Source: an optimization exercise on an open RTL-to-GDS flow (aim: small area and a short achievable clock period). Production flows keep margins and buffers that such runs may drop.
RTL that was checked went through simulation tests only; none was proved equivalent to the original.
Power is estimated from default activity; no workload was simulated.

## FPU
module FPU(
    input clk,
    input [31:0] A,
    input [31:0] B,
    input [2:0] OPC,
    output [31:0] OUT,
    output AEB,
    output ALB,
    output AGB
    );
Size: ~3,400 cells after synthesis, ~100 I/O pins.
==> flow/config.mk <==
export PLATFORM = sky130hd
export DESIGN_NAME = FPU
export DESIGN_NICKNAME = FPU
export VERILOG_FILES = /design/flow/design.v
export SDC_FILE = /design/flow/constraint.sdc
export NUM_CORES = 4
export LEC_CHECK = 0
export CAP_MARGIN = 20
export CORE_MARGIN = 2
export CORE_UTILIZATION = 60
export SETUP_SLACK_MARGIN = 5
export SLEW_MARGIN = 20
==> flow/constraint.sdc <==
create_clock -name core_clock -period 13.0 [get_ports {clk}]
set_input_delay 2.6000 -clock core_clock [delete_from_list [all_inputs] [get_ports {clk}]]
set_output_delay 2.6000 -clock core_clock [all_outputs]
set_load 0.01 [all_outputs]
standard.sh (not shown) runs the stock make flow with config.mk's settings and CLKGATE_MAP_FILE= SYNTH_SCRIPT=/design/flow/synth_recipe.tcl, a recipe that flattens the netlist after the stock synthesis.
==> flow/flow/run.sh <==
#!/bin/bash
# Standard layout (the standard.sh: standard synthesis, floorplan, place,
# CTS, route, finish) with two changes to how timing is repaired:
#  - port buffers are buf_2 cells instead of the slow delay-buffer cell the
#    resizer picks by default (every input and output still gets a buffer);
#  - timing repair aims at 5 ns of setup slack.
# The design is still laid out and signed off at the design's clock period.
# make's full output goes to layout.log; each ORFS step logs under orfs/logs.
set -euo pipefail
bash standard.sh SETUP_SLACK_MARGIN=5 \
  "BUFFER_PORTS_ARGS=-buffer_cell sky130_fd_sc_hd__buf_2" finish > layout.log 2>&1
Then changed:
--- a/flow/config.mk
+++ b/flow/config.mk
@@ -10 +10 @@
-export CORE_UTILIZATION = 60
+export CORE_UTILIZATION = 40
Effect:
- cell area rises by about 0.9%
- worst setup slack improved by 68 ps
- worst hold slack improved by 8.6 ps
- maximum frequency rose by about 0.9%
Then changed:
==> flow/flow/run.sh (replaced) <==
#!/bin/bash
set -euo pipefail
bash standard.sh SETUP_SLACK_MARGIN=6 \
  "BUFFER_PORTS_ARGS=-buffer_cell sky130_fd_sc_hd__buf_2" finish > layout.log 2>&1
Outcome: Cell area came out higher by 9.4%. Setup slack improves by 410 ps. Clock power went down by 8.5%. Total power increases by 6.7%. Maximum frequency rose by 5.5%. Flip-flop and latch count stays the same. Die area is unchanged. Global-route usage grows by 1.8 points. Area after synthesis is unchanged.
Then changed:
==> flow/flow/run.sh (replaced) <==
#!/bin/bash
# Standard layout (the standard.sh: standard synthesis, floorplan, place,
# CTS, route, finish) with two changes to how timing is repaired:
#  - port buffers are buf_2 cells instead of the slow delay-buffer cell the
#    resizer picks by default (every input and output still gets a buffer);
#  - timing repair aims at 5 ns of setup slack.
# The design is still laid out and signed off at the design's clock period.
# make's full output goes to layout.log; each ORFS step logs under orfs/logs.
set -euo pipefail
bash standard.sh SETUP_SLACK_MARGIN=5 \
  "BUFFER_PORTS_ARGS=-buffer_cell sky130_fd_sc_hd__buf_2" finish > layout.log 2>&1
--- a/flow/config.mk
+++ b/flow/config.mk
@@ -8 +8 @@
-export CAP_MARGIN = 20
+export CAP_MARGIN = 0
@@ -12 +12 @@
-export SLEW_MARGIN = 20
+export SLEW_MARGIN = 0
The changed run went through all stages and came out clean.
Power went down by 6.3%.
Non-clock buffer count went down by 140.
Sequential cell count stays the same.
Setup slack degrades by 410 ps.
Cell area went down by 8.6%.
Routed wire length went down by 7.1%.
Clock power went up by 9.3%.
Sequential power went down by about 2%.
Then changed:
--- a/flow/config.mk
+++ b/flow/config.mk
@@ -8 +8 @@
-export CAP_MARGIN = 0
+export CAP_MARGIN = 20
@@ -10,0 +11 @@
+export PLACE_DENSITY = 0.72
@@ -12 +13 @@
-export SLEW_MARGIN = 0
+export SLEW_MARGIN = 20
The new run finished clean.
Die area does not change.
Non-clock buffer count decreases by 5.
Power decreases by 0.63%.
Setup slack is worse by 54 ps.
Fmax decreases by 0.69%.

Another version of the RTL of FPU (not shown whole).
Size in the first run: roughly 65 flip-flops, ~100 I/O pins.
clock: 13.0 ns
lec_check: 0
cap_margin: 20
core_margin: 2
core_utilization: 40
setup_slack_margin: 5
slew_margin: 20
run.sh (not shown) runs the stock make flow with config.mk's settings and CLKGATE_MAP_FILE= SYNTH_SCRIPT=/design/flow/synth_recipe.tcl, a recipe that flattens the netlist after the stock synthesis.
Stock flow here: none of the scripts above is used.
Rerun with:
- SETUP_SLACK_MARGIN: 5 -> 4
Result:
- cell area drops by 4.5%
- global-route usage drops by 1.1 points
- wire length drops by 3.9%
- cell count drops by 1.6%
- synthesized area stays the same
- flip-flop and latch count is unchanged
- sequential power climbs by about 3%
- count of clock-buffer cells in the layout drops by 1
- worst hold slack gains 0.27 ns
- via count drops by 2.5%
Rerun with:
- SETUP_SLACK_MARGIN: 4 -> unset
The changed run completed without violations.
Sequential power barely changes.
Flip-flop and latch count stays the same.
Design area fell by 0.67%.
Global-route usage barely changes.
Routed wire length went down by 0.74%.
Utilization came out lower by 0.29 points.
Combinational power hardly moves.
Clock power is about the same.
Die area is unchanged.
Function was not checked in any run of this note: the RTL went through the layout flow alone.

Another version of the RTL of FPU (not shown whole).
For scale: roughly 3600 cells after synthesis, roughly 100 I/O pins, ~27000 µm² of cells after synthesis.
==> flow/config.mk <==
export PLATFORM = sky130hd
export DESIGN_NAME = FPU
export DESIGN_NICKNAME = FPU
export VERILOG_FILES = /design/flow/design.v
export SDC_FILE = /design/flow/constraint.sdc
export NUM_CORES = 4
export LEC_CHECK = 0
export CAP_MARGIN = 20
export CORE_MARGIN = 2
export CORE_UTILIZATION = 40
export SETUP_SLACK_MARGIN = 5
export SLEW_MARGIN = 20
==> flow/constraint.sdc <==
create_clock -name core_clock -period 13.0 [get_ports {clk}]
set_input_delay 2.6000 -clock core_clock [delete_from_list [all_inputs] [get_ports {clk}]]
set_output_delay 2.6000 -clock core_clock [all_outputs]
set_load 0.01 [all_outputs]
Rerun with:
==> flow/flow/run.sh (new file) <==
#!/bin/bash
set -euo pipefail
bash standard.sh SETUP_SLACK_MARGIN=7 finish > layout.log 2>&1
==> flow/standard.sh (new file) <==
#!/bin/bash
# synth_recipe.tcl (not shown) runs the flow's synth.tcl, then flattens the netlist and writes it again
# the make line also repeats each setting of config.mk as NAME=value (left out here)
make -C /OpenROAD-flow-scripts/flow DESIGN_CONFIG=/design/flow/config.mk WORK_HOME=/design/flow/orfs CLKGATE_MAP_FILE= SYNTH_SCRIPT=/design/flow/synth_recipe.tcl "${@:-finish}"
removed: flow/run.sh
Effect: Hold slack loses 0.076 ns. Total power goes up by about 11%. Final area goes up by about 15%.

FPU, a different RTL version from the one above (not shown whole).
Size: roughly 3300 cells after synthesis, roughly 100 I/O pins, roughly 25000 um2 of cells after synthesis.
Settings: LEC_CHECK=0, CAP_MARGIN=20, CORE_MARGIN=2, CORE_UTILIZATION=40, SETUP_SLACK_MARGIN=5, SLEW_MARGIN=20; clock period 13.0 ns.
standard.sh (not shown) runs the stock make flow with config.mk's settings and CLKGATE_MAP_FILE= SYNTH_SCRIPT=/design/flow/synth_recipe.tcl, a recipe that flattens the netlist after the stock synthesis.
==> flow/flow/run.sh <==
#!/bin/bash
set -euo pipefail
bash standard.sh SETUP_SLACK_MARGIN=7 \
  "BUFFER_PORTS_ARGS=-buffer_cell sky130_fd_sc_hd__buf_2" finish > layout.log 2>&1
The baseline went through all stages and came out clean.
Edit:
==> flow/flow/run.sh (replaced) <==
#!/bin/bash
# Standard layout (the standard.sh: standard synthesis, floorplan, place,
# CTS, route, finish) with two changes to how timing is repaired:
#  - port buffers are buf_2 cells instead of the slow delay-buffer cell the
#    resizer picks by default (every input and output still gets a buffer);
#  - timing repair aims at 5 ns of setup slack.
# The design is still laid out and signed off at the design's clock period.
# make's full output goes to layout.log; each ORFS step logs under orfs/logs.
set -euo pipefail
bash standard.sh SETUP_SLACK_MARGIN=5 \
  "BUFFER_PORTS_ARGS=-buffer_cell sky130_fd_sc_hd__buf_2" finish > layout.log 2>&1
Outcome:
- wire length is lower by 7.5%
- power is lower by 9.3%
- count of clock-buffer cells in the layout shrinks by 1
- first-iteration DRC count goes up by 3.3%
No functional check of the RTL was part of any run of this note.

==> port drivers added, routing unchanged <==
The results above use ideal ports. As a check the final layouts listed here were re-extracted and re-timed, cells and wires unchanged. Step 1 assumes that a clkbuf_16 drives the clock port and a buf_2 every other input. Step 2, shift: input delay + t, output delay - t, t = (earliest + latest rising clock arrival at the registers) / 2. This alone moves slack from input paths to output paths. Slacks: ideal / step 1 / step 2; pairs: ideal / step 1.
run | t, ns | setup WS [ns] | slew at the worst register clock pin (ns) | worst slew at a driven data input, ns | pins driven straight from the clock port
the first run of note 1 | 0.412 | 5.140 / 5.169 / 4.757 | 0.08 / 0.08 | 0.08 | 1
the second run of note 1 | 0.391 | 5.208 / 5.227 / 4.836 | 0.07 / 0.07 | 0.09 | 1
the third run of note 1 | 0.399 | 5.616 / 5.614 / 5.214 | 0.07 / 0.07 | 0.16 | 1
the fourth run of note 1 | 0.391 | 5.208 / 5.227 / 4.836 | 0.07 / 0.07 | 0.09 | 1
the fifth run of note 1 | 0.385 | 5.154 / 5.175 / 4.790 | 0.08 / 0.08 | 0.11 | 1
the first run of note 2 | 0.385 | 5.093 / 5.123 / 4.738 | 0.06 / 0.06 | 0.04 | 1
the second run of note 2 | 0.394 | 4.112 / 4.129 / 3.736 | 0.06 / 0.06 | 0.05 | 1
the third run of note 2 | 0.388 | 3.080 / 3.096 / 2.708 | 0.06 / 0.06 | 0.05 | 1
the first run of note 3 | 0.389 | 4.790 / 4.797 / 4.409 | 0.07 / 0.07 | 0.05 | 1
the second run of note 3 | 0.369 | 5.513 / 5.407 / 5.038 | 0.06 / 0.06 | 0.15 | 1
the first run of note 4 | 0.380 | 5.028 / 5.036 / 4.657 | 0.06 / 0.06 | 0.06 | 1
the second run of note 4 | 0.379 | 5.006 / 5.001 / 4.622 | 0.06 / 0.06 | 0.08 | 1
After both steps every run listed still meets setup and hold. The setup slack of the second run of note 3, which loses most, moves by -0.106 ns with the drivers and by -0.475 ns with both steps.
